This is an optimization exercise on Yosys and OpenROAD, whose aim is small area and a short achievable clock period, not a production implementation. Only simulation tests tie the RTL to the original design; equivalence was not proved.

--- flow/design.v ---
module g_poker_core (
	clock,
	reset_c,
	bet_c,
	betup_c,
	betdw_c,
	start_c,
	hold_c0,
	hold_c1,
	hold_c2,
	hold_c3,
	hold_c4,
	draw_c,
	double_c,
	high_c,
	low_c,
	suit_c,
	hand_c,
	select,
	hold_o0,
	hold_o1,
	hold_o2,
	hold_o3,
	hold_o4,
	Pnum0,
	Pnum1,
	Pnum2,
	Pnum3,
	Pnum4,
	suit0,
	suit1,
	suit2,
	suit3,
	suit4,
	nnum0,
	nnum1,
	nnum2,
	nnum3,
	nnum4,
	nsuit0,
	nsuit1,
	nsuit2,
	nsuit3,
	nsuit4,
	hand_r,
	Dnum0,
	Dnum1,
	highlow,
	highlow_ro,
	wager_b,
	mih_b
);
input wire clock;
input wire reset_c;
input wire bet_c;
input wire betup_c;
input wire betdw_c;
input wire start_c;
input wire hold_c0;
input wire hold_c1;
input wire hold_c2;
input wire hold_c3;
input wire hold_c4;
input wire draw_c;
input wire double_c;
input wire high_c;
input wire low_c;
input wire suit_c;
input wire hand_c;
output wire [3:0] select;
output wire  hold_o0;
output wire  hold_o1;
output wire  hold_o2;
output wire  hold_o3;
output wire  hold_o4;
output wire [3:0] Pnum0;
output wire [3:0] Pnum1;
output wire [3:0] Pnum2;
output wire [3:0] Pnum3;
output wire [3:0] Pnum4;
output wire [2:0] suit0;
output wire [2:0] suit1;
output wire [2:0] suit2;
output wire [2:0] suit3;
output wire [2:0] suit4;
output wire [3:0] nnum0;
output wire [3:0] nnum1;
output wire [3:0] nnum2;
output wire [3:0] nnum3;
output wire [3:0] nnum4;
output wire [2:0] nsuit0;
output wire [2:0] nsuit1;
output wire [2:0] nsuit2;
output wire [2:0] nsuit3;
output wire [2:0] nsuit4;
output wire [3:0] hand_r;
output wire [3:0] Dnum0;
output wire [3:0] Dnum1;
output wire [1:0] highlow;
output wire [1:0] highlow_ro;
output wire [15:0] wager_b;
output wire [15:0] mih_b;
localparam [2:0] S0 = 3'b000, S1 = 3'b100, S2 = 3'b001,
                 S3 = 3'b101, S4 = 3'b010, S5 = 3'b011;
reg [2:0] cur, cur_n;
reg [3:0] sel_r, sel_n;
reg [4:0] hold_r, hold_n;
reg [1:0] hl_r, hl_n;
reg [1:0] updown, updown_n;
wire [1:0] game_s = cur[1:0];
wire bet_s  = (cur == S1);
wire draw_s = (cur == S3);
reg dchance1;
reg dchance2;
always @* begin
	cur_n = cur;
	sel_n = sel_r;
	hold_n = hold_r;
	hl_n = hl_r;
	updown_n = 2'b00;
	case (cur)
		S0: begin
			if (~bet_c) begin cur_n = S1; sel_n = 4'b0001; end
			else sel_n = 4'b0000;
		end
		S1: begin
			sel_n = 4'b0001;
			if (~betup_c) updown_n = 2'b01;
			else if (~betdw_c) updown_n = 2'b10;
			else if (~start_c) begin cur_n = S2; sel_n = 4'b0010; end
		end
		S2: begin
			sel_n = 4'b0010;
			if (~hold_c0) hold_n[0] = ~hold_r[0];
			else if (~hold_c1) hold_n[1] = ~hold_r[1];
			else if (~hold_c2) hold_n[2] = ~hold_r[2];
			else if (~hold_c3) hold_n[3] = ~hold_r[3];
			else if (~hold_c4) hold_n[4] = ~hold_r[4];
			else if (~suit_c) sel_n = 4'b0011;
			else if (~draw_c) begin cur_n = S3; sel_n = 4'b0100; end
		end
		S3: begin
			if (dchance1 & ~double_c) begin cur_n = S4; sel_n = 4'b0101; end
			else if (~suit_c) sel_n = 4'b1011;
			else if (~hand_c) sel_n = 4'b0110;
			else if (~bet_c) begin cur_n = S1; hold_n = 5'b0; sel_n = 4'b0001; end
			else sel_n = 4'b0100;
		end
		S4: begin
			if (~high_c) begin cur_n = S5; hl_n = 2'b01; sel_n = 4'b1101; end
			else if (~low_c) begin cur_n = S5; hl_n = 2'b10; sel_n = 4'b1101; end
			else begin hl_n = 2'b00; sel_n = 4'b0101; end
		end
		S5: begin
			if (~double_c & dchance2) begin cur_n = S4; hl_n = 2'b00; sel_n = 4'b0101; end
			else if (~double_c | ~bet_c) begin cur_n = S1; hold_n = 5'b0; hl_n = 2'b00; sel_n = 4'b0001; end
			else if (~hand_c) sel_n = 4'b0111;
			else begin hl_n = 2'b00; sel_n = 4'b1101; end
		end
		default: ;
	endcase
end
always @(posedge clock or negedge reset_c) begin
	if (~reset_c) begin
		cur <= S0;
		sel_r <= 4'b0;
		hold_r <= 5'b0;
		hl_r <= 2'b0;
		updown <= 2'b0;
	end
	else begin
		cur <= cur_n;
		sel_r <= sel_n;
		hold_r <= hold_n;
		hl_r <= hl_n;
		updown <= updown_n;
	end
end
assign select = sel_r;
assign {hold_o4, hold_o3, hold_o2, hold_o1, hold_o0} = hold_r;
assign highlow = hl_r;
reg [15:0] wager_o;
reg [15:0] mih_d;
reg [15:0] money_r;
reg [15:0] wager1;
function [16:0] add16;
	input [15:0] x;
	input [15:0] y;
	input ci;
	reg [15:0] g, p, gg, pp, g2, p2;
	reg [16:0] c;
	integer ai, al, aj;
	begin
		g = x & y;
		p = x ^ y;
		gg = g;
		pp = p;
		for (al = 0; al < 4; al = al + 1) begin
			g2 = gg;
			p2 = pp;
			for (ai = 0; ai < 16; ai = ai + 1)
				if ((ai >> al) & 1) begin
					aj = ((ai >> al) << al) - 1;
					g2[ai] = gg[ai] | (pp[ai] & gg[aj]);
					p2[ai] = pp[ai] & pp[aj];
				end
			gg = g2;
			pp = p2;
		end
		c[0] = ci;
		for (ai = 0; ai < 16; ai = ai + 1)
			c[ai+1] = gg[ai] | (pp[ai] & ci);
		add16 = {c[16], p ^ c[15:0]};
	end
endfunction
function ge16;
	input [15:0] x;
	input [15:0] y;
	reg [15:0] g, e, g2, e2;
	integer ci2, cl;
	begin
		g = x & ~y;
		e = ~(x ^ y);
		for (cl = 0; cl < 4; cl = cl + 1) begin
			g2 = g;
			e2 = e;
			for (ci2 = 0; ci2 < 8; ci2 = ci2 + 1)
				if (ci2 < (8 >> cl)) begin
					g2[ci2] = g[2*ci2+1] | (e[2*ci2+1] & g[2*ci2]);
					e2[ci2] = e[2*ci2+1] & e[2*ci2];
				end
			g = g2;
			e = e2;
		end
		ge16 = g[0] | e[0];
	end
endfunction
function [15:0] add3x16;
	input [15:0] x;
	input [15:0] y;
	input [15:0] z;
	input ci;
	reg [15:0] s, c;
	begin
		s = x ^ y ^ z;
		c = (x & y) | (x & z) | (y & z);
		add3x16 = add16(s, {c[14:0], 1'b0}, ci);
	end
endfunction
wire        w_ge   = ge16(wager_o, money_r);
wire        w_gt10 = (wager_o > 16'd10);
wire        m_gt10 = (money_r > 16'd10);
wire [16:0] w_up   = add16(wager_o, 16'd10, 1'b0);
wire [15:0] w_m10  = add16(wager_o, 16'hfff5, 1'b1);
wire [15:0] m_m10  = add16(money_r, 16'hfff5, 1'b1);
wire [15:0] x0     = add16(money_r, ~wager_o, 1'b1);
wire [15:0] x_m10  = add3x16(money_r, ~wager_o, 16'hfff6, 1'b1);
wire [15:0] x_p10  = add3x16(money_r, ~wager_o, 16'd10, 1'b1);
reg  [15:0] wager_n, mih_d_n;
wire up = (updown == 2'b01);
wire dn = (updown == 2'b10);
wire [15:0] wager_ge = (dn & m_gt10) ? m_m10 : money_r;
wire [15:0] mih_d_ge = (dn & m_gt10) ? 16'd10 : 16'd0;
wire [15:0] wager_lt = up ? w_up[15:0] : (dn & w_gt10) ? w_m10 : wager_o;
wire [15:0] mih_d_lt = up ? x_m10 : (dn & w_gt10) ? x_p10 : x0;
always @* begin
	wager_n = w_ge ? wager_ge : wager_lt;
	mih_d_n = w_ge ? mih_d_ge : mih_d_lt;
end
always @(posedge clock or negedge reset_c) begin
	if (~reset_c) begin
		wager_o <= 16'd10;
		mih_d <= 16'd990;
	end
	else if (bet_s) begin
		wager_o <= wager_n;
		mih_d <= mih_d_n;
	end
end
reg  [3:0] hand_q;
reg  [7:0] ps;
reg  [2:0] dbl;
wire [15:0] w = wager_o;
wire [15:0] t1 = ({16{ps[0]}} & w) |
                 ({16{ps[1]}} & {w[14:0], 1'b0}) |
                 ({16{ps[2] | ps[3]}} & {w[13:0], 2'b0}) |
                 ({16{ps[4]}} & {w[12:0], 3'b0}) |
                 ({16{ps[5]}} & {w[11:0], 4'b0}) |
                 ({16{ps[6]}} & {w[9:0], 6'b0}) |
                 ({16{dbl[2]}} & {wager1[14:0], 1'b0}) |
                 ({16{dbl[1]}} & wager1);
wire [15:0] t2 = ({16{ps[3]}} & w) |
                 ({16{ps[4]}} & {w[14:0], 1'b0}) |
                 ({16{ps[5]}} & ~w) |
                 ({16{ps[6]}} & {w[10:0], 5'b0});
wire [15:0] t3 = {16{ps[6]}} & {w[13:0], 2'b0};
wire        cin = ps[5];
wire [15:0] ks = t1 ^ t2 ^ t3;
wire [15:0] kc = (t1 & t2) | (t1 & t3) | (t2 & t3);
wire [15:0] kc1 = {kc[14:0], cin};
wire [15:0] ms = mih_d ^ ks ^ kc1;
wire [15:0] mc = (mih_d & ks) | (mih_d & kc1) | (ks & kc1);
wire [15:0] kw = add16(ks, kc1, 1'b0);
wire [15:0] msum = add16(ms, {mc[14:0], 1'b0}, 1'b0);
wire m_en = (ps != 8'd0) | (dbl != 3'd0);
wire w1_en = (ps[6:0] != 7'd0) | dbl[2];
always @(posedge clock or negedge reset_c) begin
	if (~reset_c) begin
		money_r <= 16'd1000;
		wager1 <= 16'd0;
	end
	else begin
		if (m_en) money_r <= msum;
		if (w1_en) wager1 <= kw;
	end
end
function [7:0] dw0;
	input [3:0] n;
	case (n)
		4'd0: dw0 = 8'h00;
		4'd1: dw0 = 8'h01;
		4'd2: dw0 = 8'h02;
		4'd3: dw0 = 8'h03;
		4'd4: dw0 = 8'h04;
		4'd5: dw0 = 8'h05;
		4'd6: dw0 = 8'h06;
		4'd7: dw0 = 8'h07;
		4'd8: dw0 = 8'h08;
		4'd9: dw0 = 8'h09;
		4'd10: dw0 = 8'h10;
		4'd11: dw0 = 8'h11;
		4'd12: dw0 = 8'h12;
		4'd13: dw0 = 8'h13;
		4'd14: dw0 = 8'h14;
		4'd15: dw0 = 8'h15;
	endcase
endfunction
function [11:0] dw1;
	input [3:0] n;
	case (n)
		4'd0: dw1 = 12'h000;
		4'd1: dw1 = 12'h016;
		4'd2: dw1 = 12'h032;
		4'd3: dw1 = 12'h048;
		4'd4: dw1 = 12'h064;
		4'd5: dw1 = 12'h080;
		4'd6: dw1 = 12'h096;
		4'd7: dw1 = 12'h112;
		4'd8: dw1 = 12'h128;
		4'd9: dw1 = 12'h144;
		4'd10: dw1 = 12'h160;
		4'd11: dw1 = 12'h176;
		4'd12: dw1 = 12'h192;
		4'd13: dw1 = 12'h208;
		4'd14: dw1 = 12'h224;
		4'd15: dw1 = 12'h240;
	endcase
endfunction
function [15:0] dw2;
	input [3:0] n;
	case (n)
		4'd0: dw2 = 16'h0000;
		4'd1: dw2 = 16'h0256;
		4'd2: dw2 = 16'h0512;
		4'd3: dw2 = 16'h0768;
		4'd4: dw2 = 16'h1024;
		4'd5: dw2 = 16'h1280;
		4'd6: dw2 = 16'h1536;
		4'd7: dw2 = 16'h1792;
		4'd8: dw2 = 16'h2048;
		4'd9: dw2 = 16'h2304;
		4'd10: dw2 = 16'h2560;
		4'd11: dw2 = 16'h2816;
		4'd12: dw2 = 16'h3072;
		4'd13: dw2 = 16'h3328;
		4'd14: dw2 = 16'h3584;
		4'd15: dw2 = 16'h3840;
	endcase
endfunction
function [19:0] dw3;
	input [3:0] n;
	case (n)
		4'd0: dw3 = 20'h00000;
		4'd1: dw3 = 20'h04096;
		4'd2: dw3 = 20'h08192;
		4'd3: dw3 = 20'h12288;
		4'd4: dw3 = 20'h16384;
		4'd5: dw3 = 20'h20480;
		4'd6: dw3 = 20'h24576;
		4'd7: dw3 = 20'h28672;
		4'd8: dw3 = 20'h32768;
		4'd9: dw3 = 20'h36864;
		4'd10: dw3 = 20'h40960;
		4'd11: dw3 = 20'h45056;
		4'd12: dw3 = 20'h49152;
		4'd13: dw3 = 20'h53248;
		4'd14: dw3 = 20'h57344;
		4'd15: dw3 = 20'h61440;
	endcase
endfunction
function [3:0] th3;
	input [3:0] n;
	case (n)
		4'd0: th3 = 4'd0;
		4'd1: th3 = 4'd4;
		4'd2: th3 = 4'd8;
		4'd3: th3 = 4'd12;
		4'd4: th3 = 4'd0;
		4'd5: th3 = 4'd4;
		4'd6: th3 = 4'd8;
		4'd7: th3 = 4'd12;
		4'd8: th3 = 4'd0;
		4'd9: th3 = 4'd4;
		4'd10: th3 = 4'd8;
		4'd11: th3 = 4'd13;
		4'd12: th3 = 4'd1;
		4'd13: th3 = 4'd5;
		4'd14: th3 = 4'd9;
		4'd15: th3 = 4'd13;
	endcase
endfunction
function [5:0] dsplit;
	input [5:0] s;
	case (s)
		6'd0: dsplit = {2'd0, 4'd0};
		6'd1: dsplit = {2'd0, 4'd1};
		6'd2: dsplit = {2'd0, 4'd2};
		6'd3: dsplit = {2'd0, 4'd3};
		6'd4: dsplit = {2'd0, 4'd4};
		6'd5: dsplit = {2'd0, 4'd5};
		6'd6: dsplit = {2'd0, 4'd6};
		6'd7: dsplit = {2'd0, 4'd7};
		6'd8: dsplit = {2'd0, 4'd8};
		6'd9: dsplit = {2'd0, 4'd9};
		6'd10: dsplit = {2'd1, 4'd0};
		6'd11: dsplit = {2'd1, 4'd1};
		6'd12: dsplit = {2'd1, 4'd2};
		6'd13: dsplit = {2'd1, 4'd3};
		6'd14: dsplit = {2'd1, 4'd4};
		6'd15: dsplit = {2'd1, 4'd5};
		6'd16: dsplit = {2'd1, 4'd6};
		6'd17: dsplit = {2'd1, 4'd7};
		6'd18: dsplit = {2'd1, 4'd8};
		6'd19: dsplit = {2'd1, 4'd9};
		6'd20: dsplit = {2'd2, 4'd0};
		6'd21: dsplit = {2'd2, 4'd1};
		6'd22: dsplit = {2'd2, 4'd2};
		6'd23: dsplit = {2'd2, 4'd3};
		6'd24: dsplit = {2'd2, 4'd4};
		6'd25: dsplit = {2'd2, 4'd5};
		6'd26: dsplit = {2'd2, 4'd6};
		6'd27: dsplit = {2'd2, 4'd7};
		6'd28: dsplit = {2'd2, 4'd8};
		6'd29: dsplit = {2'd2, 4'd9};
		6'd30: dsplit = {2'd3, 4'd0};
		6'd31: dsplit = {2'd3, 4'd1};
		6'd32: dsplit = {2'd3, 4'd2};
		6'd33: dsplit = {2'd3, 4'd3};
		6'd34: dsplit = {2'd3, 4'd4};
		6'd35: dsplit = {2'd3, 4'd5};
		6'd36: dsplit = {2'd3, 4'd6};
		6'd37: dsplit = {2'd3, 4'd7};
		6'd38: dsplit = {2'd3, 4'd8};
		6'd39: dsplit = {2'd3, 4'd9};
		6'd40: dsplit = {2'd3, 4'd0};
		6'd41: dsplit = {2'd3, 4'd0};
		6'd42: dsplit = {2'd3, 4'd0};
		6'd43: dsplit = {2'd3, 4'd0};
		6'd44: dsplit = {2'd3, 4'd0};
		6'd45: dsplit = {2'd3, 4'd0};
		6'd46: dsplit = {2'd3, 4'd0};
		6'd47: dsplit = {2'd3, 4'd0};
		6'd48: dsplit = {2'd3, 4'd0};
		6'd49: dsplit = {2'd3, 4'd0};
		6'd50: dsplit = {2'd3, 4'd0};
		6'd51: dsplit = {2'd3, 4'd0};
		6'd52: dsplit = {2'd3, 4'd0};
		6'd53: dsplit = {2'd3, 4'd0};
		6'd54: dsplit = {2'd3, 4'd0};
		6'd55: dsplit = {2'd3, 4'd0};
		6'd56: dsplit = {2'd3, 4'd0};
		6'd57: dsplit = {2'd3, 4'd0};
		6'd58: dsplit = {2'd3, 4'd0};
		6'd59: dsplit = {2'd3, 4'd0};
		6'd60: dsplit = {2'd3, 4'd0};
		6'd61: dsplit = {2'd3, 4'd0};
		6'd62: dsplit = {2'd3, 4'd0};
		6'd63: dsplit = {2'd3, 4'd0};
	endcase
endfunction
function [15:0] disp;
	input [15:0] v;
	reg [19:0] t3;
	reg [15:0] t2;
	reg [11:0] t1;
	reg [7:0] t0;
	reg [5:0] s0, s1, s2;
	reg [5:0] p0, p1, p2;
	reg [3:0] a1, a2, x;
	reg c2, c3;
	reg [3:0] d1, d2;
	begin
		t0 = dw0(v[3:0]);
		t1 = dw1(v[7:4]);
		t2 = dw2(v[11:8]);
		t3 = dw3(v[15:12]);
		s0 = t0[3:0] + t1[3:0] + t2[3:0] + t3[3:0];
		s1 = t0[7:4] + t1[7:4] + t2[7:4] + t3[7:4];
		s2 = t1[11:8] + t2[11:8] + t3[11:8];
		p0 = dsplit(s0);
		p1 = dsplit(s1);
		p2 = dsplit(s2);
		a1 = p1[3:0] + p0[5:4];
		a2 = p2[3:0] + p1[5:4];
		c2 = (a1 >= 4'd10);
		c3 = (a2 >= 4'd10) | ((a2 == 4'd9) & c2);
		d1 = (a1 >= 4'd10) ? a1 - 4'd10 : a1;
		d2 = (a2 + c2 >= 4'd10) ? a2 + c2 - 4'd10 : a2 + c2;
		x = th3(v[15:12]) + t2[15:12] + p2[5:4];
		disp = {x + c3, d2, d1, p0[3:0]};
	end
endfunction
function [15:0] inc10;
	input [15:0] d;
	reg c1, c2;
	begin
		c1 = (d[7:4] == 4'd9);
		c2 = c1 & (d[11:8] == 4'd9);
		inc10[3:0] = d[3:0];
		inc10[7:4] = c1 ? 4'd0 : d[7:4] + 4'd1;
		inc10[11:8] = c2 ? 4'd0 : (c1 ? d[11:8] + 4'd1 : d[11:8]);
		inc10[15:12] = d[15:12] + {3'd0, c2};
	end
endfunction
function [15:0] dec10;
	input [15:0] d;
	reg b1, b2;
	begin
		b1 = (d[7:4] == 4'd0);
		b2 = b1 & (d[11:8] == 4'd0);
		dec10[3:0] = d[3:0];
		dec10[7:4] = b1 ? 4'd9 : d[7:4] - 4'd1;
		dec10[11:8] = b2 ? 4'd9 : (b1 ? d[11:8] - 4'd1 : d[11:8]);
		dec10[15:12] = d[15:12] - {3'd0, b2};
	end
endfunction
reg [15:0] wd_r, hd_r, wd_n;
wire [15:0] money_d = disp(money_r);
wire [15:0] wd_ge = (dn & m_gt10) ? dec10(hd_r) : hd_r;
wire [15:0] wd_lt = up ? (w_up[16] ? {12'd0, w_up[3:0]} : inc10(wd_r)) :
                    (dn & w_gt10) ? dec10(wd_r) : wd_r;
wire [15:0] wd_mv = w_ge ? wd_ge : wd_lt;
always @* wd_n = (w_ge & ~up & ~dn) ? money_d : wd_mv;
always @(posedge clock or negedge reset_c) begin
	if (~reset_c) begin
		wd_r <= 16'h0010;
		hd_r <= 16'h1000;
	end
	else if (bet_s) begin
		wd_r <= wd_n;
		hd_r <= money_d;
	end
end
assign wager_b = wd_r;
assign mih_b = hd_r;
localparam [255:0] DIV2 = 256'h2aaaaaaaaaaaaaaaaaaaaaaaaaaaaaaaaaaaaaaaaaaaaaaaaaaaaaaaaaaaaaaa;
localparam [255:0] DIV3 = 256'h4924924924924924924924924924924924924924924924924924924924924924;
localparam [255:0] DIV5 = 256'h4210842108421084210842108421084210842108421084210842108421084210;
localparam [255:0] DIV7 = 256'h0810204081020408102040810204081020408102040810204081020408102040;
localparam [255:0] DIV11 = 256'h1002004008010020040080100200400801002004008010020040080100200400;
localparam [255:0] DIV13 = 256'h0040020010008004002001000800400200100080040020010008004002001000;
localparam [255:0] DIV17 = 256'h4000200010000800040002000100008000400020001000080004000200010000;
localparam [255:0] DIV19 = 256'h0040000800010000200004000080001000020000400008000100002000040000;
localparam [255:0] DIV23 = 256'h1000002000004000008000010000020000040000080000100000200000400000;
reg [7:0] count;
reg [39:0] rn;           
reg [19:0] rs;           
reg [19:0] Pn;           
reg [14:0] Ps;           
reg [3:0] Dn0, Dn1;
reg [1:0] d_count;
wire [9:0] adv = {DIV23[count], DIV19[count], DIV17[count], DIV13[count], DIV11[count],
                  DIV7[count], DIV5[count], DIV3[count], DIV2[count], 1'b1};
wire ld_d0 = (game_s == 2'b10) & (d_count == 2'd0) & dchance1;
wire ld_d1 = (game_s == 2'b10) & (d_count == 2'd1) & dchance2;
wire ld_d2 = (game_s == 2'b10) & (d_count == 2'd2) & dchance2;
wire tick  = (game_s != 2'b01) & ~ld_d0 & ~ld_d1 & ~ld_d2;
function [2:0] suitv;
	input [1:0] s;
	suitv = {1'b0, s} + 3'd1;
endfunction
function [3:0] inc13;
	input [3:0] n;
	inc13 = (n == 4'd13) ? 4'd1 : n + 4'd1;
endfunction
reg [39:0] rn_n;
reg [19:0] rs_n;
reg [19:0] Pn_n;
reg [14:0] Ps_n;
integer i;
always @* begin
	rn_n = rn;
	rs_n = rs;
	for (i = 0; i < 10; i = i + 1)
		if (adv[i]) begin
			rn_n[4*i +: 4] = inc13(rn[4*i +: 4]);
			rs_n[2*i +: 2] = rs[2*i +: 2] + 2'd1;
		end
	for (i = 0; i < 5; i = i + 1) begin
		Pn_n[4*i +: 4] = rn[4*i +: 4];
		Ps_n[3*i +: 3] = suitv(rs[2*i +: 2]);
	end
end
always @(posedge clock or negedge reset_c) begin
	if (~reset_c) begin
		count <= 8'd0;
		rn <= {10{4'd1}};
		rs <= 20'd0;
		Pn <= 20'd0;
		Ps <= 15'd0;
		Dn0 <= 4'd0;
		Dn1 <= 4'd0;
	end
	else begin
		if (game_s == 2'b01) begin
			Pn <= Pn_n;
			Ps <= Ps_n;
		end
		if (ld_d0) begin Dn0 <= rn[3:0]; Dn1 <= rn[7:4]; end
		if (ld_d1) begin Dn0 <= rn[11:8]; Dn1 <= rn[15:12]; end
		if (ld_d2) begin Dn0 <= rn[19:16]; Dn1 <= rn[23:20]; end
		if (tick) begin
			count <= (count == 8'd255) ? 8'd1 : count + 8'd1;
			rn <= rn_n;
			rs <= rs_n;
		end
	end
end
assign {Pnum4, Pnum3, Pnum2, Pnum1, Pnum0} = Pn;
assign {suit4, suit3, suit2, suit1, suit0} = Ps;
assign Dnum0 = Dn0;
assign Dnum1 = Dn1;
reg [19:0] nn;
reg [14:0] ns;
reg [19:0] nn_n;
reg [14:0] ns_n;
reg pjudge;
always @* begin
	for (i = 0; i < 5; i = i + 1) begin
		nn_n[4*i +: 4] = hold_r[i] ? Pn[4*i +: 4] : rn[4*(i+5) +: 4];
		ns_n[3*i +: 3] = hold_r[i] ? Ps[3*i +: 3] : suitv(rs[2*(i+5) +: 2]);
	end
end
always @(posedge clock or negedge reset_c) begin
	if (~reset_c) begin
		nn <= 20'd0;
		ns <= 15'd0;
		pjudge <= 1'b0;
	end
	else begin
		pjudge <= draw_s;
		if (draw_s) begin
			nn <= nn_n;
			ns <= ns_n;
		end
	end
end
assign {nnum4, nnum3, nnum2, nnum1, nnum0} = nn;
assign {nsuit4, nsuit3, nsuit2, nsuit1, nsuit0} = ns;
function lt4;
	input [3:0] x;
	input [3:0] y;
	lt4 = (~x[3] & y[3]) |
	      (~(x[3] ^ y[3]) & ((~x[2] & y[2]) |
	       (~(x[2] ^ y[2]) & ((~x[1] & y[1]) |
	        (~(x[1] ^ y[1]) & ~x[0] & y[0])))));
endfunction
function [4:0] place;
	input [3:0] x;
	case (x)
		4'b0000: place = 5'b00001;
		4'b0001, 4'b0010, 4'b0100, 4'b1000: place = 5'b00010;
		4'b0011, 4'b0101, 4'b0110, 4'b1001, 4'b1010, 4'b1100: place = 5'b00100;
		4'b0111, 4'b1011, 4'b1101, 4'b1110: place = 5'b01000;
		default: place = 5'b10000;
	endcase
endfunction
wire [3:0] c0 = nn_n[3:0], c1 = nn_n[7:4], c2 = nn_n[11:8], c3 = nn_n[15:12], c4 = nn_n[19:16];
wire b10 = ~lt4(c1, c0), b20 = ~lt4(c2, c0), b30 = ~lt4(c3, c0), b40 = ~lt4(c4, c0);
wire b21 = ~lt4(c2, c1), b31 = ~lt4(c3, c1), b41 = ~lt4(c4, c1);
wire b32 = ~lt4(c3, c2), b42 = ~lt4(c4, c2);
wire b43 = ~lt4(c4, c3);
wire [4:0] r0 = place({~b40, ~b30, ~b20, ~b10});
wire [4:0] r1 = place({~b41, ~b31, ~b21, b10});
wire [4:0] r2 = place({~b42, ~b32, b21, b20});
wire [4:0] r3 = place({~b43, b32, b31, b30});
wire [4:0] r4 = place({b43, b42, b41, b40});
reg [19:0] srt_n;
reg [19:0] srt;
integer k;
always @* begin
	for (k = 0; k < 5; k = k + 1)
		srt_n[4*k +: 4] = ({4{r0[k]}} & c0) | ({4{r1[k]}} & c1) | ({4{r2[k]}} & c2) |
		                  ({4{r3[k]}} & c3) | ({4{r4[k]}} & c4);
end
always @(posedge clock)
	srt <= srt_n;
wire [3:0] a0 = srt[3:0], a1 = srt[7:4], a2 = srt[11:8], a3 = srt[15:12], a4 = srt[19:16];
wire e01 = (a0 == a1);
wire e12 = (a1 == a2);
wire e23 = (a2 == a3);
wire e34 = (a3 == a4);
wire flush = (ns[2:0] == ns[5:3]) & (ns[2:0] == ns[8:6]) & (ns[2:0] == ns[11:9]) &
             (ns[2:0] == ns[14:12]);
wire [3:0] d20 = a2 - a0;
wire [3:0] d42 = a4 - a2;
wire [3:0] d40 = a4 - a0;
wire [3:0] d31 = a3 - a1;
wire straight = ((d20 == 4'd2) | (d42 == 4'd2)) & ((d40 == 4'd4) | (d40 == 4'd12)) &
                ((d31 == 4'd2) | (d31 == 4'd10));
wire royal = ((a0 == 4'd1) & (a1 == 4'd10)) | ((a0 == 4'd7) & (a1 == 4'd9));
reg [3:0] hand_n;
always @* begin
	if (flush) begin
		if ((e01 & e12 & e23) | (e12 & e23 & e34)) hand_n = 4'b0111;
		else if (straight) hand_n = royal ? 4'b1010 : 4'b1000;
		else hand_n = 4'b0101;
	end
	else begin
		case ({e01, e12, e23, e34})
			4'b0000: hand_n = straight ? 4'b0100 : 4'b0000;
			4'b0001, 4'b0010, 4'b0100, 4'b1000: hand_n = 4'b0001;
			4'b0101, 4'b1001, 4'b1010: hand_n = 4'b0010;
			4'b0011, 4'b0110, 4'b1100: hand_n = 4'b0011;
			4'b1011, 4'b1101: hand_n = 4'b0110;
			default: hand_n = 4'b0111;
		endcase
	end
end
function [7:0] factor;
	input [3:0] h;
	case (h)
		4'b0000, 4'b0001: factor = 8'b10000000;
		4'b0010, 4'b0011: factor = 8'b00000001;
		4'b0100: factor = 8'b00000010;
		4'b0101: factor = 8'b00000100;
		4'b0110: factor = 8'b00001000;
		4'b0111: factor = 8'b00010000;
		4'b1000: factor = 8'b00100000;
		4'b1010: factor = 8'b01000000;
		default: factor = 8'b00000000;
	endcase
endfunction
always @(posedge clock or negedge reset_c) begin
	if (~reset_c) begin
		hand_q <= 4'b1111;
		ps <= 8'd0;
		dchance1 <= 1'b0;
	end
	else if (pjudge) begin
		hand_q <= hand_n;
		ps <= (cur_n[1:0] == 2'b01) ? factor(hand_n) : 8'd0;
		dchance1 <= (hand_n[3:1] != 3'b000);
	end
	else begin
		hand_q <= 4'b1111;
		ps <= 8'd0;
	end
end
assign hand_r = hand_q;
reg [1:0] hl_ro;
wire hl_act  = (hl_r == 2'b01) | (hl_r == 2'b10);
wire hl_lose = (hl_r == 2'b01) ? (Dn0 > Dn1) : (Dn0 < Dn1);
wire hl_eq   = (Dn0 == Dn1);
wire [1:0] dc_inc = d_count + 2'd1;
always @(posedge clock or negedge reset_c) begin
	if (~reset_c) begin
		hl_ro <= 2'b00;
		dchance2 <= 1'b0;
		d_count <= 2'b00;
	end
	else if (~bet_c) begin
		hl_ro <= 2'b00;
		dchance2 <= 1'b0;
		d_count <= 2'b00;
	end
	else begin
		if (hl_act) begin
			if (hl_lose) begin
				hl_ro <= 2'b11;
				dchance2 <= 1'b0;
				d_count <= 2'b00;
			end
			else begin
				hl_ro <= hl_eq ? 2'b10 : 2'b01;
				dchance2 <= (dc_inc != 2'b11);
				d_count <= (dc_inc == 2'b11) ? 2'b00 : dc_inc;
			end
		end
		else if (d_count == 2'b11) begin
			d_count <= 2'b00;
			dchance2 <= 1'b0;
		end
	end
end
wire [1:0] hlr_n = (bet_c & hl_act) ? (hl_lose ? 2'b11 : hl_eq ? 2'b10 : 2'b01) : 2'b00;
always @(posedge clock or negedge reset_c) begin
	if (~reset_c) dbl <= 3'd0;
	else if (cur_n == S5) dbl <= {hlr_n == 2'b01, hlr_n == 2'b10, hlr_n == 2'b11};
	else dbl <= 3'd0;
end
assign highlow_ro = hl_ro;
endmodule
--- flow/flow/run.sh ---
#!/bin/bash
set -euo pipefail
bash standard.sh ADDER_MAP_FILE= SETUP_SLACK_MARGIN=9.3 \
  "BUFFER_PORTS_ARGS=-buffer_cell sky130_fd_sc_hd__buf_4" finish > standard.log 2>&1
--- flow/standard.sh ---
#!/bin/bash
# synth_recipe.tcl (not shown) runs the flow's synth.tcl, then flattens the netlist and writes it again
# the make line also repeats each setting of config.mk as NAME=value (left out here)
make -C /OpenROAD-flow-scripts/flow DESIGN_CONFIG=/design/flow/config.mk WORK_HOME=/design/flow/orfs CLKGATE_MAP_FILE= SYNTH_SCRIPT=/design/flow/synth_recipe.tcl "${@:-finish}"
--- flow/config.mk ---
export PLATFORM = sky130hd
export DESIGN_NAME = g_poker_core
export DESIGN_NICKNAME = g_poker_core
export VERILOG_FILES = /design/flow/design.v
export SDC_FILE = /design/flow/constraint.sdc
export NUM_CORES = 8
export LEC_CHECK = 0
export ABC_AREA = 1
export CAP_MARGIN = 20
export CORE_MARGIN = 2
export CORE_UTILIZATION = 50
export SLEW_MARGIN = 20
--- flow/constraint.sdc ---
create_clock -name core_clock -period 14.0 [get_ports {clock}]
set_input_delay 2.8000 -clock core_clock [delete_from_list [all_inputs] [get_ports {clock}]]
set_output_delay 2.8000 -clock core_clock [all_outputs]
set_load 0.01 [all_outputs]
==> impl_metrics.py, run 1 <==
metrics = {
    "sta": {
        "timing.final.max_slew_violations": 0,
        "max_clock_freq_mhz": 223,
        "fin_crit_sh_pct": 32.1,
        "hold_viol": 0,
        "relSlewSlack_pct": 25.9,
        "finalSetupViolCount": 0,
        "worstMarginPinSlew_ps": 1100,
        "setup_total_negative_slack_ps": 0,
        "period_needed_ps": 4490,
        "timing.hold.ws_ps": 478,
        "grt_setup_unrepaired": "no",
        "fin_worst_skew_ps": 37.2,
    },
    "detailed_routing": {
        "detail_route.wirelength.met1_um": 35200,
        "drtAntennaViolNets": 0,
        "routed_wirelength_um": 86100,
        "drt-wirelength-per-cell_um": 18.9,
        "met3WireLength_um": 6300,
        "highest_metal_layer_with_signal_wires": "met5",
        "post-route-drc-count": 0,
        "detailedRoute.firstIterationViolations": 2533,
        "routed_via_density": 5.79,
        "via_count": 26430,
        "drt_pass1_iterations": 6,
        "route.met2.wl_um": 40700,
    },
    "synth": {
        "ff_latch_count_synth": 300,
        "post_synth_instance_area_sq_mm": 0.0243,
        "synth_nets": 3836,
        "synth_cells": 3819,
        "synth_enable_flop_cells": 0,
        "netlist-cell-type-count": 73,
        "ys_warn_count": 1,
        "postSynth.asyncResetShare_pct": 93.3,
        "synth_seq_area_share_pct": 30.6,
        "postSynth.topFlopCell": "sky130_fd_sc_hd__dfrtp_1",
        "syn_avg_cell_area_sq_um": 6.37,
    },
    "grt": {
        "vias_in_the_first_global_route": 25088,
        "grtUsageTotal_pct": 33.3,
        "grt_antenna_before_repair": 2,
        "grt_max_degree": 87,
        "global_route.overflow_total": 0,
        "grt_first_pass_wirelength_um": 134000,
    },
    "critical_path": {
        "timing.rr.start": "ps[5]",
        "setup.worst_path.end_class": "flip-flop",
        "worst_setup_path_startpoint": "ps[5]",
        "timing.critical_path.fanout_max": 12,
        "setup.worst_path.class": "reg -> reg",
        "required_ps": 14430,
        "startpoint_type": "flip-flop",
        "arrival_ps": 4920,
    },
    "cts": {
        "clk_latency_ps": 590,
        "post-cts-setup-buffers": 0,
        "htree_num_levels": 2,
        "cts_hold_repair.buffers": 0,
        "cell_at_the_root_of_the_clock_tree": "sky130_fd_sc_hd__clkbuf_16",
        "clock_sink_count": 300,
        "cts_tree": "yes",
        "cts-root-to-sink-buffers": 3,
        "cts_inserted_buffers": 37,
        "clk_pin_slew_worst_paths_ps": 60,
    },
    "run_status": {
        "status": "timing/DRC/antenna clean",
    },
    "die": {
        "horizontal_extent_of_the_die_um": 225,
        "io_pins": 144,
        "design.core.area_sq_mm": 0.0479,
        "floorplan.initialDensity_pct": 50.8,
        "dieArea_sq_mm": 0.0505,
        "floorplan.die.height_um": 225,
        "row_count": 80,
    },
    "place": {
        "portBuffers": 143,
        "place.detailed.hpwl_um": 65900,
        "gp_routability_congestion": 1.00,
        "dp.cells": 4494,
    },
    "finish": {
        "final_nets": 3936,
        "multiInputGateArea_sq_mm": 0.0144,
        "final.fill_count": 4695,
        "postLayoutCoreUtil_pct": 56.8,
        "drive_gt1_share_pct": 10.7,
        "areaGrowthSynthToFinish_pct": 11.8,
        "stdcell_count": 4563,
        "sequential_cell_area_sq_mm": 0.00745,
        "antenna_cells": 0,
    },
    "hold_path": {
        "timing.hold.worst.class": "reg -> reg",
        "holdCritStartpoint": "nn[1]",
    },
    "job": {
        "maxCapViolations": 0,
    },
}
==> final timing paths <==
| path | end | slack, ps | depth (start not counted) |
|---|---|---|---|
| max in group asynchronous | nn[1] | 10440 | 2 |
| worst max-delay path | money_r[13] | 9510 | 14 |
| worst min-delay path | nn[1] | 480 | 2 |
| worst max register to register | money_r[13] | 9510 | 14 |
| min in group asynchronous | mih_d[12] | 2140 | 1 |
| worst min register to register | nn[1] | 480 | 2 |
==> layer usage <==
layer,vias up,GRT usage (%)
met5,-,0
met4,2,14.9
met3,205,5.04
met2,1120,56.6
met1,12340,42.0
li1,12763,-
==> area by class of cell <==
type / instances / area share (%)
multi-input combinational: 2886 / 53.0
sequential: 300 / 27.4
inverter: 519 / 7.20
timing repair buffer: 174 / 4.87
clock buffer: 55 / 3.91
tap: 615 / 2.83
clock inverter: 13 / 0.795
timing repair inverter: 1 / 0.0184
==> synth_stat cells, types with 13 or more instances <==
| master | number | area (sq um) |
|---|---|---|
| sky130_fd_sc_hd__inv_2 | 26 | 97.6 |
| sky130_fd_sc_hd__buf_2 | 20 | 100 |
| sky130_fd_sc_hd__inv_1 | 481 | 1810 |
| sky130_fd_sc_hd__nor3_1 | 48 | 240 |
| sky130_fd_sc_hd__a221oi_1 | 25 | 219 |
| sky130_fd_sc_hd__or2_2 | 41 | 257 |
| sky130_fd_sc_hd__o221ai_1 | 20 | 175 |
| sky130_fd_sc_hd__o211ai_1 | 55 | 413 |
| sky130_fd_sc_hd__dfstp_2 | 32 | 841 |
| sky130_fd_sc_hd__nand4_1 | 25 | 156 |
| sky130_fd_sc_hd__nand3_1 | 215 | 1080 |
| sky130_fd_sc_hd__nand2_2 | 30 | 188 |
| sky130_fd_sc_hd__a31oi_1 | 29 | 181 |
| sky130_fd_sc_hd__dfxtp_1 | 20 | 400 |
| sky130_fd_sc_hd__xor2_1 | 96 | 841 |
| sky130_fd_sc_hd__xnor2_1 | 50 | 438 |
| sky130_fd_sc_hd__a21oi_1 | 171 | 856 |
| sky130_fd_sc_hd__o22ai_1 | 53 | 332 |
| sky130_fd_sc_hd__o2111ai_1 | 19 | 166 |
| sky130_fd_sc_hd__dfrtp_1 | 248 | 6210 |
| sky130_fd_sc_hd__nand3_2 | 14 | 140 |
| sky130_fd_sc_hd__o21a_1 | 13 | 97.6 |
| sky130_fd_sc_hd__o21ai_1 | 25 | 125 |
| sky130_fd_sc_hd__nor2_1 | 418 | 1570 |
| sky130_fd_sc_hd__nand2_1 | 1039 | 3900 |
| sky130_fd_sc_hd__clkbuf_1 | 79 | 297 |
| sky130_fd_sc_hd__o21ai_0 | 348 | 1740 |
==> sequential cells by signal, indices dropped and copies added (netlist names), 5 cells and up <==
register / count
Pn: 20
Ps: 15
count: 8
hd_r: 16
hold_r: 5
mih_d: 16
money_r: 16
nn: 20
ns: 15
ps: 8
rn: 40
rs: 20
srt: 20
wager1: 16
wager_o: 16
wd_r: 16
==> cell families (layout without fill, tap and decap cells) <==
| logic type | count (synthesis) | count (layout) | synth area share, % |
|---|---|---|---|
| compound gates | 853 | 853 | 21.0 |
| xor+xnor | 146 | 146 | 5.25 |
| buf+inv | 633 | 762 | 10.1 |
| flops | 300 | 300 | 30.6 |
| mux | 1 | 1 | 0.0411 |
| simple gates | 1886 | 1886 | 33.0 |
==> cells in the final DEF, fill, tap and decap left out, drive strengths merged, types with 19 or more instances in the layout <==
cell,count
a221oi,25
buf,174
o2111ai,19
nand3,232
o22ai,53
xnor2,50
dfstp,32
a31oi,29
dfrtp,248
inv,510
xor2,96
a21oi,177
nand2,1076
o211ai,56
o21ai,380
clkbuf,55
nand4,28
o221ai,20
nor3,48
or2,46
nor2,430
dfxtp,20
==> per-stage QoR <==
step	instance area, sq um	setup slack (ps)
after floorplan	24300	9940
after global placement	25900	9340
after detailed placement	25900	9330
after CTS	27200	9620
after global routing	27200	9310
final	27200	9510
==> worst max-delay path: stages, from the launching register on <==
cell and delay, ps:
sky130_fd_sc_hd__dfrtp_1 760, sky130_fd_sc_hd__clkinvlp_2 690, sky130_fd_sc_hd__o2111ai_1 520, sky130_fd_sc_hd__xnor2_1 180, sky130_fd_sc_hd__xor2_1 220, sky130_fd_sc_hd__nand2_1 120
sky130_fd_sc_hd__nand2_1 160, sky130_fd_sc_hd__xor2_1 150, sky130_fd_sc_hd__nand3_1 160, sky130_fd_sc_hd__a21boi_0 180, sky130_fd_sc_hd__o211ai_2 520, sky130_fd_sc_hd__nand3_1 180
sky130_fd_sc_hd__a21oi_1 160, sky130_fd_sc_hd__nand3b_1 180, sky130_fd_sc_hd__o21ai_0 130
==> timing repair <==
action / in CTS / in global routing
resized for setup: 0 / 3
hold endpoints to repair: 0 / 0
endpoints found under the setup margin: 0 / 7
==> run 2: changes to the inputs <==
--- a/flow/design.v
+++ b/flow/design.v
@@ -247,26 +247,31 @@
 		add3x16 = add16(s, {c[14:0], 1'b0}, ci);
 	end
 endfunction
-wire        w_ge   = ge16(wager_o, money_r);
-wire        w_gt10 = (wager_o > 16'd10);
-wire        m_gt10 = (money_r > 16'd10);
-wire [16:0] w_up   = add16(wager_o, 16'd10, 1'b0);
-wire [15:0] w_m10  = add16(wager_o, 16'hfff5, 1'b1);
-wire [15:0] m_m10  = add16(money_r, 16'hfff5, 1'b1);
-wire [15:0] x0     = add16(money_r, ~wager_o, 1'b1);
-wire [15:0] x_m10  = add3x16(money_r, ~wager_o, 16'hfff6, 1'b1);
-wire [15:0] x_p10  = add3x16(money_r, ~wager_o, 16'd10, 1'b1);
 reg  [15:0] wager_n, mih_d_n;
 wire up = (updown == 2'b01);
 wire dn = (updown == 2'b10);
-wire [15:0] wager_ge = (dn & m_gt10) ? m_m10 : money_r;
-wire [15:0] mih_d_ge = (dn & m_gt10) ? 16'd10 : 16'd0;
-wire [15:0] wager_lt = up ? w_up[15:0] : (dn & w_gt10) ? w_m10 : wager_o;
-wire [15:0] mih_d_lt = up ? x_m10 : (dn & w_gt10) ? x_p10 : x0;
+wire none = ~up & ~dn;
+wire        w_ge   = ge16(wager_o, money_r);
+reg         ge_r;
+wire        w_gt10 = (wager_o > 16'd10);
+wire        m_gt10 = (money_r > 16'd10);
+wire [16:0] w_pm   = add16(wager_o, up ? 16'd10 : 16'hfff6, 1'b0);   
+wire [15:0] m_m10  = add16(money_r, 16'hfff6, 1'b0);
+wire [15:0] kd     = up ? 16'hfff6 : (dn & w_gt10) ? 16'd10 : 16'd0;
+wire [15:0] x_k    = add3x16(money_r, ~wager_o, kd, 1'b1);   
+wire        ge_up  = ge16(w_pm[15:0], money_r);
+wire        ge_mv  = ge_r & ~none;
+wire        cut    = none & w_ge;
+wire [15:0] wager_mv = ge_mv ? ((dn & m_gt10) ? m_m10 : money_r) :
+                       (up | (dn & w_gt10)) ? w_pm[15:0] : wager_o;
+wire [15:0] mih_d_mv = ge_mv ? ((dn & m_gt10) ? 16'd10 : 16'd0) : x_k;
 always @* begin
-	wager_n = w_ge ? wager_ge : wager_lt;
-	mih_d_n = w_ge ? mih_d_ge : mih_d_lt;
+	wager_n = cut ? money_r : wager_mv;
+	mih_d_n = cut ? 16'd0 : mih_d_mv;
 end
+wire ge_n = w_ge ? ~(dn & m_gt10) : (up & ge_up);
+always @(posedge clock)
+	ge_r <= ge_n;
 always @(posedge clock or negedge reset_c) begin
 	if (~reset_c) begin
 		wager_o <= 16'd10;
@@ -547,10 +552,10 @@
 reg [15:0] wd_r, hd_r, wd_n;
 wire [15:0] money_d = disp(money_r);
 wire [15:0] wd_ge = (dn & m_gt10) ? dec10(hd_r) : hd_r;
-wire [15:0] wd_lt = up ? (w_up[16] ? {12'd0, w_up[3:0]} : inc10(wd_r)) :
+wire [15:0] wd_lt = up ? (w_pm[16] ? {12'd0, w_pm[3:0]} : inc10(wd_r)) :
                     (dn & w_gt10) ? dec10(wd_r) : wd_r;
-wire [15:0] wd_mv = w_ge ? wd_ge : wd_lt;
-always @* wd_n = (w_ge & ~up & ~dn) ? money_d : wd_mv;
+wire [15:0] wd_mv = ge_mv ? wd_ge : wd_lt;
+always @* wd_n = cut ? money_d : wd_mv;
 always @(posedge clock or negedge reset_c) begin
 	if (~reset_c) begin
 		wd_r <= 16'h0010;
==> impl_metrics.py, run 2 <==
metrics = {
    "cts": {
        "resize_count_post_cts": 0,
        "cts_inserted_buffers": 37,
        "cts_tree": "yes",
        "clock_sink_count": 301,
        "post-cts-setup-buffers": 0,
        "cts_hold_repair.buffers": 0,
        "cell_at_the_root_of_the_clock_tree": "sky130_fd_sc_hd__clkbuf_16",
        "clk_pin_slew_worst_paths_ps": 60,
        "cts-root-to-sink-buffers": 3,
        "clk_latency_ps": 580,
        "htree_num_levels": 2,
    },
    "detailed_routing": {
        "routed_via_density": 5.84,
        "met3WireLength_um": 6250,
        "highest_metal_layer_with_signal_wires": "met5",
        "drt-wirelength-per-cell_um": 19.1,
        "detail_route.wirelength.met1_um": 34700,
        "route.met2.wl_um": 40200,
        "via_count": 26296,
        "drtAntennaViolNets": 0,
        "routed_wirelength_um": 85900,
        "post-route-drc-count": 0,
        "detailedRoute.firstIterationViolations": 2592,
        "drt_pass1_iterations": 12,
    },
    "hold_path": {
        "timing.hold.worst.class": "reg -> reg",
        "holdCritStartpoint": "nn[7]",
    },
    "sta": {
        "relSlewSlack_pct": 31.7,
        "finalSetupViolCount": 0,
        "timing.hold.ws_ps": 483,
        "timing.final.max_slew_violations": 0,
        "max_clock_freq_mhz": 235,
        "grt_setup_unrepaired": "no",
        "fin_worst_skew_ps": 26.8,
        "period_needed_ps": 4260,
        "fin_crit_sh_pct": 30.4,
        "hold_viol": 0,
        "worstMarginPinSlew_ps": 1020,
        "setup_total_negative_slack_ps": 0,
    },
    "finish": {
        "leading_cell_types_in_the_layout_fill_and_taps_excluded": "1019 x sky130_fd_sc_hd__nand2_1, 472 x sky130_fd_sc_hd__inv_1, 398 x sky130_fd_sc_hd__nor2_1",
        "drive_gt1_share_pct": 10.5,
        "areaGrowthSynthToFinish_pct": 12.2,
        "reg_with_most_ffs": "rn",
        "antenna_cells": 0,
        "postLayoutCoreUtil_pct": 56.5,
        "stdcell_count": 4504,
        "largest_reg_flops": 40,
        "commonest_non_fill_non_tap_cell_in_the_layout": "sky130_fd_sc_hd__nand2_1",
        "final_nets": 3877,
    },
    "synth": {
        "syn_avg_cell_area_sq_um": 6.36,
        "ranking_of_synthesized_cells_by_instance_count": "1019 x sky130_fd_sc_hd__nand2_1, 474 x sky130_fd_sc_hd__inv_1, 400 x sky130_fd_sc_hd__nor2_1",
        "fraction_of_post_synthesis_cell_area_in_the_top_cell_type_by_area_pct": 25.9,
        "netlist-cell-type-count": 75,
        "synth_cells": 3766,
        "synth_nets": 3783,
        "synth.top_cells.by_area": "sky130_fd_sc_hd__dfrtp_1 26%, sky130_fd_sc_hd__nand2_1 16%, sky130_fd_sc_hd__inv_1 7.4%",
        "yosysTopAreaCell": "sky130_fd_sc_hd__dfrtp_1",
        "ys_warn_count": 1,
        "synth_seq_area_share_pct": 31.2,
        "ff_latch_count_synth": 301,
        "synthMostInstantiatedCell": "sky130_fd_sc_hd__nand2_1",
        "postSynth.asyncResetShare_pct": 93.0,
        "synth_enable_flop_cells": 0,
        "post_synth_instance_area_sq_mm": 0.0239,
        "postSynth.topFlopCell": "sky130_fd_sc_hd__dfrtp_1",
    },
    "critical_path": {
        "timing.critical_path.mode_cell": "sky130_fd_sc_hd__nand2_1",
        "timing.rr.start": "wager_o[12]",
        "startpoint_type": "flip-flop",
        "critPathMaxStageDelay_ps": 560,
        "cp_top_family": "simple AND/OR/NAND/NOR gates",
        "worstPathCellList": "nor2_1 > nand4_1 > o21ai_2 > nand2_1 > o21ai_0 > or2_2 > nand2_1 > nor2_1 > nand3b_1 > o211ai_1 > nand2_1 > nand3_1 > nand2_1 > inv_1 > nand3_1 > o21ai_2 > a21oi_1 > or2_2 > nand3_1 > o21ai_0",
        "required_ps": 14430,
        "worst_setup_path_startpoint": "wager_o[12]",
        "setup.worst_path.end_class": "flip-flop",
        "setup.worst_path.class": "reg -> reg",
        "arrival_ps": 4690,
        "cp.buffers_inverters": 1,
        "worst_path_max_delay_cell": "sky130_fd_sc_hd__dfrtp_1",
        "timing.critical_path.fanout_max": 13,
    },
    "place": {
        "portBuffers": 143,
        "gp_routability_congestion": 0.999,
        "place.detailed.hpwl_um": 65200,
        "dp.cells": 4435,
    },
    "die": {
        "floorplan.initialDensity_pct": 50.4,
        "floorplan.die.height_um": 223,
        "dieArea_sq_mm": 0.0497,
        "row_count": 80,
        "io_pins": 144,
        "design.core.area_sq_mm": 0.0475,
        "horizontal_extent_of_the_die_um": 223,
    },
    "grt": {
        "vias_in_the_first_global_route": 25006,
        "grt_antenna_before_repair": 1,
        "global_route.overflow_total": 0,
        "grt_first_pass_wirelength_um": 135000,
        "grtUsageTotal_pct": 34.1,
        "grt_max_degree": 83,
    },
    "run_status": {
        "status": "timing/DRC/antenna clean",
    },
    "job": {
        "maxCapViolations": 0,
    },
}
-- run 2: cell types whose count changed in the layout (fill, tap and decap cells not counted), sizes merged, moves of 8 or more --
cell | previous run | this run
a22oi | 12 | 20
nor2 | 430 | 406
o211ai | 56 | 39
o21ai | 380 | 394
a22o | 10 | 2
or2 | 46 | 65
nand2 | 1076 | 1036
nand3 | 232 | 243
inv | 510 | 499
xnor2 | 50 | 39
-- run 2: cell type report --
type / count / area [sq um]
timing repair buffer: 173 / 1310
sequential: 301 / 7470
tap: 615 / 769
inverter: 507 / 1910
timing repair inverter: 1 / 7.51
fill: 4733 / 20700
multi-input combinational: 2839 / 14100
clock buffer: 51 / 1090
clock inverter: 17 / 244
-- run 2: worst reg2reg max path, cell delays in order, from the launching register on --
cell and delay (ps):
sky130_fd_sc_hd__dfrtp_1 560, sky130_fd_sc_hd__nor2_1 280, sky130_fd_sc_hd__nand4_1 150, sky130_fd_sc_hd__o21ai_2 260, sky130_fd_sc_hd__nand2_1 230, sky130_fd_sc_hd__o21ai_0 280
sky130_fd_sc_hd__or2_2 190, sky130_fd_sc_hd__nand2_1 90, sky130_fd_sc_hd__nor2_1 160, sky130_fd_sc_hd__nand3b_1 140, sky130_fd_sc_hd__o211ai_1 200, sky130_fd_sc_hd__nand2_1 100
sky130_fd_sc_hd__nand3_1 150, sky130_fd_sc_hd__nand2_1 180, sky130_fd_sc_hd__inv_1 170, sky130_fd_sc_hd__nand3_1 150, sky130_fd_sc_hd__o21ai_2 240, sky130_fd_sc_hd__a21oi_1 110
sky130_fd_sc_hd__or2_2 280, sky130_fd_sc_hd__nand3_1 110, sky130_fd_sc_hd__o21ai_0 110
-- run 2: worst paths after layout --
check	endpoint	slack, ps	cells past startpoint
hold reg to reg	nn[7]	480	2
max in group asynchronous	wd_r[3]	10370	2
hold / removal	nn[7]	480	2
min in group asynchronous	mih_d[14]	2180	1
setup / recovery	mih_d[13]	9740	20
setup reg to reg	mih_d[13]	9740	20
-- run 2: per-layer routing --
| layer | vias to the layer above | GRT usage (%) |
|---|---|---|
| met2 | 1153 | 57.1 |
| li1 | 12563 | - |
| met3 | 275 | 5.89 |
| met4 | 2 | 18.4 |
| met1 | 12303 | 42.1 |
| met5 | - | 0 |
-- run 2: cells by family (layout without fill, tap and decap cells) --
family / count (synthesis) / count (layout) / synth area share, %
mux: 3 / 3 / 0.136
compound gates: 834 / 834 / 20.5
simple gates: 1860 / 1860 / 32.8
xor+xnor: 142 / 142 / 5.22
buf+inv: 626 / 749 / 10.2
flops: 301 / 301 / 31.2
-- run 2: stage by stage --
step	instance area [sq um]	worst slack, ps
after detailed placement	25500	9600
after global routing	26900	9370
after CTS	26900	9580
final	26900	9740
after global placement	25500	9630
after floorplan	23900	10160
==> run 3: changes to the inputs <==
--- a/flow/design.v
+++ b/flow/design.v
@@ -255,14 +255,13 @@
 reg         ge_r;
 wire        w_gt10 = (wager_o > 16'd10);
 wire        m_gt10 = (money_r > 16'd10);
-wire [16:0] w_pm   = add16(wager_o, up ? 16'd10 : 16'hfff6, 1'b0);   
-wire [15:0] m_m10  = add16(money_r, 16'hfff6, 1'b0);
+wire [16:0] w_pm   = add16((ge_r & dn) ? money_r : wager_o, up ? 16'd10 : 16'hfff6, 1'b0);
 wire [15:0] kd     = up ? 16'hfff6 : (dn & w_gt10) ? 16'd10 : 16'd0;
 wire [15:0] x_k    = add3x16(money_r, ~wager_o, kd, 1'b1);   
 wire        ge_up  = ge16(w_pm[15:0], money_r);
 wire        ge_mv  = ge_r & ~none;
 wire        cut    = none & w_ge;
-wire [15:0] wager_mv = ge_mv ? ((dn & m_gt10) ? m_m10 : money_r) :
+wire [15:0] wager_mv = ge_mv ? ((dn & m_gt10) ? w_pm[15:0] : money_r) :
                        (up | (dn & w_gt10)) ? w_pm[15:0] : wager_o;
 wire [15:0] mih_d_mv = ge_mv ? ((dn & m_gt10) ? 16'd10 : 16'd0) : x_k;
 always @* begin
==> flow/flow/run.sh (replaced) <==
#!/bin/bash
set -euo pipefail
bash standard.sh ADDER_MAP_FILE= SETUP_SLACK_MARGIN=9.6 \
  "BUFFER_PORTS_ARGS=-buffer_cell sky130_fd_sc_hd__buf_4" finish > standard.log 2>&1
==> impl_metrics.py, run 3 <==
metrics = {
    "synth": {
        "ff_latch_count_synth": 301,
        "synth_seq_area_share_pct": 31.6,
        "syn_avg_cell_area_sq_um": 6.40,
        "ys_warn_count": 1,
        "postSynth.asyncResetShare_pct": 93.0,
        "fraction_of_post_synthesis_cell_area_in_the_top_cell_type_by_area_pct": 26.3,
        "post_synth_instance_area_sq_mm": 0.0236,
        "netlist-cell-type-count": 73,
        "yosysTopAreaCell": "sky130_fd_sc_hd__dfrtp_1",
        "synth_enable_flop_cells": 0,
        "synth_nets": 3708,
        "synthMostInstantiatedCell": "sky130_fd_sc_hd__nand2_1",
        "postSynth.topFlopCell": "sky130_fd_sc_hd__dfrtp_1",
        "ranking_of_synthesized_cells_by_instance_count": "1025 x sky130_fd_sc_hd__nand2_1, 448 x sky130_fd_sc_hd__inv_1, 390 x sky130_fd_sc_hd__nor2_1",
        "synth_cells": 3691,
        "synth.top_cells.by_area": "sky130_fd_sc_hd__dfrtp_1 26%, sky130_fd_sc_hd__nand2_1 16%, sky130_fd_sc_hd__o21ai_0 7.1%",
    },
    "cts": {
        "cts_tree": "yes",
        "cts_inserted_buffers": 37,
        "cts_hold_repair.buffers": 0,
        "clk_latency_ps": 560,
        "clock_sink_count": 301,
        "cts-root-to-sink-buffers": 3,
        "cell_at_the_root_of_the_clock_tree": "sky130_fd_sc_hd__clkbuf_16",
        "htree_num_levels": 2,
        "clk_pin_slew_worst_paths_ps": 60,
    },
    "grt": {
        "grt_antenna_before_repair": 2,
        "grt_max_degree": 79,
        "vias_in_the_first_global_route": 24617,
        "global_route.overflow_total": 0,
        "grt_first_pass_wirelength_um": 133000,
        "grtUsageTotal_pct": 34.1,
    },
    "critical_path": {
        "worst_path_max_delay_cell": "sky130_fd_sc_hd__dfrtp_1",
        "critPathMaxStageDelay_ps": 600,
        "required_ps": 11200,
        "cp_top_family": "flip-flops",
        "cp.buffers_inverters": 1,
        "arrival_ps": 1360,
        "timing.rr.start": "ps[3]",
        "setup.worst_path.class": "reg -> out",
        "startpoint_type": "flip-flop",
        "setup.worst_path.end_class": "output pin",
        "timing.critical_path.fanout_max": 8,
        "worstPathCellList": "buf_4",
        "worst_setup_path_startpoint": "hold_r[0]",
    },
    "detailed_routing": {
        "post-route-drc-count": 0,
        "detailedRoute.firstIterationViolations": 2355,
        "via_count": 25741,
        "drtAntennaViolNets": 0,
        "drt_pass1_iterations": 6,
        "routed_via_density": 5.81,
        "routed_wirelength_um": 85300,
        "drt-wirelength-per-cell_um": 19.3,
    },
    "finish": {
        "reg_with_most_ffs": "rn",
        "areaGrowthSynthToFinish_pct": 12.8,
        "final.fill_count": 4630,
        "largest_reg_flops": 40,
        "commonest_non_fill_non_tap_cell_in_the_layout": "sky130_fd_sc_hd__nand2_1",
        "drive_gt1_share_pct": 11.1,
        "sequential_cell_area_sq_mm": 0.00747,
        "final_nets": 3810,
        "antenna_cells": 0,
        "multiInputGateArea_sq_mm": 0.0139,
        "leading_cell_types_in_the_layout_fill_and_taps_excluded": "1022 x sky130_fd_sc_hd__nand2_1, 445 x sky130_fd_sc_hd__inv_1, 387 x sky130_fd_sc_hd__nor2_1",
        "postLayoutCellArea_sq_mm": 0.0267,
        "postLayoutCoreUtil_pct": 57.1,
    },
    "sta": {
        "finalSetupViolCount": 0,
        "worstMarginPinSlew_ps": 1020,
        "max_clock_freq_mhz": 240,
        "timing.final.max_slew_violations": 0,
        "timing.hold.ws_ps": 482,
        "setup_total_negative_slack_ps": 0,
        "hold_viol": 0,
        "fin_worst_skew_ps": 22.7,
        "period_needed_ps": 4160,
        "relSlewSlack_pct": 30.1,
        "grt_setup_unrepaired": "no",
        "fin_crit_sh_pct": 29.7,
    },
    "place": {
        "gp_routability_congestion": 1.06,
        "placed_cell_area_sq_mm": 0.0252,
        "portBuffers": 143,
        "place.detailed.hpwl_um": 65100,
    },
    "job": {
        "maxCapViolations": 0,
    },
    "run_status": {
        "status": "timing/DRC/antenna clean",
    },
    "die": {
        "dieArea_sq_mm": 0.0490,
        "floorplan.initialDensity_pct": 50.7,
        "row_count": 79,
        "floorplan.die.height_um": 221,
        "design.core.area_sq_mm": 0.0467,
        "io_pins": 144,
        "horizontal_extent_of_the_die_um": 221,
    },
    "hold_path": {
        "timing.hold.worst.class": "reg -> reg",
        "holdCritStartpoint": "rn[18]",
    },
}
-- run 3: cell count changes after synthesis, sizes merged, moves of 8 or more --
cell    delta
a22oi     -10
nand3     -47
a21oi     +17
xor2       -9
inv       -31
clkbuf     -8
nand2     +18
nor3       -9
o21ai     -25
-- run 3: through the flow --
step	setup slack (ps)	instances
after floorplan	10080	3691
after global placement	8590	4347
after detailed placement	8860	4348
after CTS	9600	4416
after global routing	9610	4429
final	9840	4429
-- run 3: path summary, 6_finish.rpt --
kind                                     to  slack [ps]  cells past startpoint
worst min register to register       rn[19]         480                      1
min in group asynchronous         mih_d[13]        2220                      1
worst max register to register  money_r[14]        9880                     22
max in group asynchronous             rn[9]       10060                      3
worst max-delay path                hold_o0        9840                      1
worst min-delay path                 rn[19]         480                      1
-- run 3: kinds of logic after synthesis --
logic type	share of synthesized area [%]
XOR/XNOR	4.97
buffers and inverters	9.80
multiplexers	0.0423
adder cells (fa/ha/maj)	0.212
flip-flops	31.6
AO/OA/AOI/OAI	21.1
AND/OR/NAND/NOR	32.3
-- run 3: cell type report --
cell class                 count  area share (%)
clock buffer                  46            3.87
multi-input combinational   2796            52.2
clock inverter                22           0.990
sequential                   301            28.0
timing repair buffer         176            5.15
tap                          607            2.85
inverter                     481            6.86
-- run 3: routing by layer --
metal,global-route usage [%],wire (um),vias to the layer above
met2,58.0,40400,1088
li1,-,-,12385
met5,0,21,-
met1,41.2,34000,11978
met4,18.8,5160,4
met3,5.52,5650,286
-- run 3: repair_timing --
item	in CTS	in global routing
pin swaps	0	1
buffers inserted	0	12
setup endpoints to repair	172	133
resized for setup	6	30

re-timing with driven ports:
In the flow no input, the clock included, has a driving cell. The finished layouts below were timed again as built, in two steps.
Step 1: set_driving_cell puts a clkbuf_16 on clock and a buf_2 on each other input, an assumption about the parent block.
Step 2 adds t to the input delays and takes it off the output delays; t is the mean of the earliest and latest rising clock arrival at the registers after step 1. Input paths then give back, and output paths get back, about the clock's delay inside the block.
Three values: no drivers, after step 1, after step 2; two values: the first two.
run	t (ns)	slack for setup (ns)	worst setup path at the end	worst data-port slew with drivers (ns)
run 1	0.625	9.512 / 9.512 / 9.283	input to register	0.09
run 2	0.623	9.739 / 9.739 / 9.593	input to register	0.08
run 3	0.611	9.839 / 9.780 / 9.459	input, reset recovery	0.10
After both steps every run listed still meets setup and hold. The setup slack of run 3, which loses most, moves by -0.059 ns with the drivers and by -0.380 ns with both steps. Setup slack includes reset recovery checks.
